What follows belongs to an exercise in optimizing a design on an open flow for a short achievable clock period and few clock cycles; a production flow would make more cautious choices. The RTL was checked by simulation tests, not by an equivalence proof against the original design. Power and IR drop assume default switching activity.

==> inputs of run a <==
==> flow/design.v (excerpt) <==
module Risc_16_bit(
 input clk,
 input rst,
 output [15:0] imem_addr,
 input  [15:0] imem_data,
 output        dmem_we,
 output [2:0]  dmem_addr,
 output [15:0] dmem_wdata
);
==> module Risc_16_bit, before the edit <==
module Risc_16_bit(
 input clk,
 input rst,
 output [15:0] imem_addr,
 input  [15:0] imem_data,
 output        dmem_we,
 output [2:0]  dmem_addr,
 output [15:0] dmem_wdata
);
 reg [7:0]  pc;
 reg [15:0] rf  [0:7];
 reg [15:0] mem [0:7];
 reg [15:0] e_a, e_b;          
 reg [2:0]  e_dst;             
 reg        e_we;              
 reg        e_add, e_sub, e_not, e_sll, e_srl, e_and, e_or, e_slt, e_lw;
 reg        e_sw, e_beq, e_bne, e_pred;
 reg [2:0]  e_imm;             
 reg [7:0]  e_alt;             
 assign imem_addr = {7'd0, pc, 1'b0};
 wire [15:0] ins = imem_data;
 wire [3:0]  op  = ins[15:12];
 wire f_j   = (op == 4'b1101);
 wire f_beq = (op == 4'b1011);
 wire f_bne = (op == 4'b1100);
 wire f_lw  = (op == 4'b0000);
 wire f_sw  = (op == 4'b0001);
 wire f_rtype = !(f_j | f_beq | f_bne | f_lw | f_sw);
 wire f_pred = f_bne | (f_beq & ins[5]);
 wire [7:0] pc1   = pc + 8'd1;
 wire [7:0] f_tgt = pc1 + {{2{ins[5]}}, ins[5:0]};
 wire eq = (e_a == e_b);
 wire e_taken = (e_beq & eq) | (e_bne & ~eq);
 wire e_mis = (e_beq | e_bne) & (e_taken != e_pred);
 wire [7:0] pc_next = e_mis ? e_alt :
                      f_j   ? ins[7:0] :
                      f_pred ? f_tgt : pc1;
 wire [15:0] res;
 wire fwd_a = e_we & (e_dst == ins[11:9]);
 wire fwd_b = e_we & (e_dst == ins[8:6]);
 wire [15:0] f_a = fwd_a ? res : rf[ins[11:9]];
 wire [15:0] f_b = fwd_b ? res : rf[ins[8:6]];
 always @(posedge clk) begin
  if (rst) begin
   pc <= 8'd0;
   e_a <= 16'd0; e_b <= 16'd0;
   e_dst <= 3'd0; e_we <= 1'b0;
   {e_add, e_sub, e_not, e_sll, e_srl, e_and, e_or, e_slt, e_lw} <= 9'd0;
   {e_sw, e_beq, e_bne, e_pred} <= 4'd0;
   e_imm <= 3'd0; e_alt <= 8'd0;
  end else begin
   pc <= pc_next;
   e_a <= f_a;
   e_b <= f_b;
   e_imm <= ins[2:0];
   e_alt <= f_pred ? pc1 : f_tgt;
   e_pred <= f_pred;
   e_dst <= f_lw ? ins[8:6] : ins[5:3];
   if (e_mis) begin
    e_we <= 1'b0;
    {e_add, e_sub, e_not, e_sll, e_srl, e_and, e_or, e_slt, e_lw} <= 9'd0;
    {e_sw, e_beq, e_bne} <= 3'd0;
   end else begin
    e_we  <= f_lw | f_rtype;
    e_add <= (op == 4'b0010) | (op == 4'b1010) | (op == 4'b1110) | (op == 4'b1111);
    e_sub <= (op == 4'b0011);
    e_not <= (op == 4'b0100);
    e_sll <= (op == 4'b0101);
    e_srl <= (op == 4'b0110);
    e_and <= (op == 4'b0111);
    e_or  <= (op == 4'b1000);
    e_slt <= (op == 4'b1001);
    e_lw  <= f_lw;
    e_sw  <= f_sw;
    e_beq <= f_beq;
    e_bne <= f_bne;
   end
  end
 end
 wire [15:0] a = e_a;
 wire [15:0] b = e_b;
 wire [15:0] sum  = a + b;
 wire [16:0] dif  = {1'b0, a} - {1'b0, b};
 wire        big  = |b[15:4];
 wire [15:0] shl  = big ? 16'd0 : (a << b[3:0]);
 wire [15:0] shr  = big ? 16'd0 : (a >> b[3:0]);
 wire [2:0]  ma   = a[2:0] + e_imm;
 wire [15:0] ld   = mem[ma];
 assign res =
   ({16{e_add}} & sum) |
   ({16{e_sub}} & dif[15:0]) |
   ({16{e_not}} & ~a) |
   ({16{e_sll}} & shl) |
   ({16{e_srl}} & shr) |
   ({16{e_and}} & (a & b)) |
   ({16{e_or}}  & (a | b)) |
   ({16{e_slt}} & {15'd0, dif[16]}) |
   ({16{e_lw}}  & ld);
 assign dmem_we    = e_sw;
 assign dmem_addr  = ma;
 assign dmem_wdata = b;
 integer i;
 always @(posedge clk) begin
  if (rst) begin
   for (i = 0; i < 8; i = i + 1) begin
    rf[i]  <= 16'd0;
    mem[i] <= 16'd0;
   end
  end else begin
   if (e_we) rf[e_dst] <= res;
   if (e_sw) mem[ma] <= b;
  end
 end
endmodule
Settings: LEC_CHECK=0, ABC_CLOCK_PERIOD_IN_PS=2000, CAP_MARGIN=20, CORE_MARGIN=2, CORE_UTILIZATION=40, SETUP_SLACK_MARGIN=4.0, SLEW_MARGIN=20; clock period 6.4 ns.
run.sh (not shown) runs the stock make flow with config.mk's settings and CLKGATE_MAP_FILE= SYNTH_SCRIPT=/design/flow/synth_recipe.tcl, a recipe that flattens the netlist after the stock synthesis.
==> run b: changes against run a <==
--- a/flow/design.v
+++ b/flow/design.v
@@ -6,5 +6,5 @@
  input  [15:0] imem_data,
- output        dmem_we,
- output [2:0]  dmem_addr,
- output [15:0] dmem_wdata
+ output reg        dmem_we,
+ output reg [2:0]  dmem_addr,
+ output reg [15:0] dmem_wdata
 );
@@ -13,9 +13,8 @@
  reg [15:0] mem [0:7];
- reg [15:0] e_a, e_b;          
- reg [2:0]  e_dst;             
- reg        e_we;              
- reg        e_add, e_sub, e_not, e_sll, e_srl, e_and, e_or, e_slt, e_lw;
- reg        e_sw, e_beq, e_bne, e_pred;
- reg [2:0]  e_imm;             
- reg [7:0]  e_alt;             
+ reg [7:0] e_ra, e_rb;         
+ reg [7:0] e_wen;              
+ reg       e_add, e_sub, e_not, e_sll, e_srl, e_and, e_or, e_slt, e_lw;
+ reg       e_sw, e_beq, e_bne, e_pred;
+ reg [5:0] e_imm;
+ reg [7:0] e_alt;              
  assign imem_addr = {7'd0, pc, 1'b0};
@@ -32,3 +31,4 @@
  wire [7:0] f_tgt = pc1 + {{2{ins[5]}}, ins[5:0]};
- wire eq = (e_a == e_b);
+ wire [15:0] a, b;
+ wire eq = (a == b);
  wire e_taken = (e_beq & eq) | (e_bne & ~eq);
@@ -38,7 +38,5 @@
                       f_pred ? f_tgt : pc1;
- wire [15:0] res;
- wire fwd_a = e_we & (e_dst == ins[11:9]);
- wire fwd_b = e_we & (e_dst == ins[8:6]);
- wire [15:0] f_a = fwd_a ? res : rf[ins[11:9]];
- wire [15:0] f_b = fwd_b ? res : rf[ins[8:6]];
+ function [7:0] onehot(input [2:0] x);
+  onehot = 8'd1 << x;
+ endfunction
  always @(posedge clk) begin
@@ -46,17 +44,15 @@
    pc <= 8'd0;
-   e_a <= 16'd0; e_b <= 16'd0;
-   e_dst <= 3'd0; e_we <= 1'b0;
+   e_ra <= 8'd0; e_rb <= 8'd0; e_wen <= 8'd0;
    {e_add, e_sub, e_not, e_sll, e_srl, e_and, e_or, e_slt, e_lw} <= 9'd0;
    {e_sw, e_beq, e_bne, e_pred} <= 4'd0;
-   e_imm <= 3'd0; e_alt <= 8'd0;
+   e_imm <= 6'd0; e_alt <= 8'd0;
   end else begin
    pc <= pc_next;
-   e_a <= f_a;
-   e_b <= f_b;
-   e_imm <= ins[2:0];
+   e_ra <= onehot(ins[11:9]);
+   e_rb <= onehot(ins[8:6]);
+   e_imm <= ins[5:0];
    e_alt <= f_pred ? pc1 : f_tgt;
    e_pred <= f_pred;
-   e_dst <= f_lw ? ins[8:6] : ins[5:3];
    if (e_mis) begin
-    e_we <= 1'b0;
+    e_wen <= 8'd0;
     {e_add, e_sub, e_not, e_sll, e_srl, e_and, e_or, e_slt, e_lw} <= 9'd0;
@@ -64,3 +60,3 @@
    end else begin
-    e_we  <= f_lw | f_rtype;
+    e_wen <= f_lw ? onehot(ins[8:6]) : f_rtype ? onehot(ins[5:3]) : 8'd0;
     e_add <= (op == 4'b0010) | (op == 4'b1010) | (op == 4'b1110) | (op == 4'b1111);
@@ -80,4 +76,13 @@
  end
- wire [15:0] a = e_a;
- wire [15:0] b = e_b;
+ reg [15:0] ra, rb;
+ integer i;
+ always @(*) begin
+  ra = 16'd0; rb = 16'd0;
+  for (i = 0; i < 8; i = i + 1) begin
+   ra = ra | ({16{e_ra[i]}} & rf[i]);
+   rb = rb | ({16{e_rb[i]}} & rf[i]);
+  end
+ end
+ assign a = ra;
+ assign b = rb;
  wire [15:0] sum  = a + b;
@@ -87,5 +92,5 @@
  wire [15:0] shr  = big ? 16'd0 : (a >> b[3:0]);
- wire [2:0]  ma   = a[2:0] + e_imm;
+ wire [2:0]  ma   = a[2:0] + e_imm[2:0];
  wire [15:0] ld   = mem[ma];
- assign res =
+ wire [15:0] res =
    ({16{e_add}} & sum) |
@@ -99,6 +104,2 @@
    ({16{e_lw}}  & ld);
- assign dmem_we    = e_sw;
- assign dmem_addr  = ma;
- assign dmem_wdata = b;
- integer i;
  always @(posedge clk) begin
@@ -109,5 +110,12 @@
    end
+   dmem_we <= 1'b0;
+   dmem_addr <= 3'd0;
+   dmem_wdata <= 16'd0;
   end else begin
-   if (e_we) rf[e_dst] <= res;
+   for (i = 0; i < 8; i = i + 1)
+    if (e_wen[i]) rf[i] <= res;
    if (e_sw) mem[ma] <= b;
+   dmem_we <= e_sw;
+   dmem_addr <= ma;
+   dmem_wdata <= b;
   end
==> notes <==
Of run a and run b, run a has the higher non-clock buffer count (gap 2). Run b went through all stages and came out clean. Run a ran to the end with no violations. Of run a and run b, run a has the higher register-to-register slack (gap 0.39 ns). Synthesized cell count: run a is lower than run b (about 9%). Against run b, the clock power of run a is lower by about 2%. In run b the total power is lower than in run a, by about 15%. Final area: run b is smaller than run a (2.8%). Of run a and run b, run a has the higher worst setup slack (gap 0.36 ns). In run a the combinational power is larger than in run b, by 100%.
==> figures <==
	run b	run a
Total number of nets in the final design	2141	1998
Worst Hold Path EP	pc[3]	pc[5]
Post-placement cell count	2398	2236
Critical Path End	rf[7][12]	dmem_addr[2]
Multi-input gate share of total cell area	46.7%	42.8%
Register share of total power	42.4%	37.7%
Crit path from	e_rb[2]	e_a[0]
Final worst path period share	56.9%	51.2%
Number of gates on the worst path with buffers counted	14	6
Result of the run	no timing/DRC/antenna violations	no timing/DRC/antenna violations
Flop and latch count out of synthesis	332	324
DRC violation total after the first TritonRoute iteration	2157	1810
Worst setup path class	flop to flop	flop to primary output
Synth warn	2	1
Area share of buffers outside the clock network	12.6%	12.4%
Worst vdd rail ir drop	0.202 mV	0.173 mV
Routability Congestion	0.963	0.926
Least setup slack across all paths after layout	2.76 ns	3.12 ns
Testbench counts of run a, summed over its fixed seeds: cycles 24,956.
Testbench counts of run b, summed over its fixed seeds: cycles 25,148.

-- static timing again, ports no longer ideal --
The flow's constraints put no driver on any port. The routed layouts listed below were extracted and timed again, unchanged, in two steps. Step 1 sets driving cells, clkbuf_16 on the clock port and buf_2 on the other inputs (assumed; they add their load-dependent delay and slew). Step 2 also shifts input and output timing later by t, the mid clock arrival at the registers, as if the neighbouring blocks saw the same clock. a / b / c = no drivers / after step 1 / after step 2; a / b = the first two.
run | t (ns) | setup slack, ns | clock arrival spread, ns | worst slew at a driven data input, ns | pins driven straight from the clock port
run a | 0.628 | 3.123 / 3.063 / 2.962 | 0.023 / 0.024 | 0.05 | 1
run b | 0.596 | 2.761 / 2.762 / 2.761 | 0.020 / 0.020 | 0.06 | 1
After both steps every run listed still meets setup and hold. For run a, which loses most, drivers alone change the setup slack by -0.060 ns; drivers and shift together by -0.161 ns.
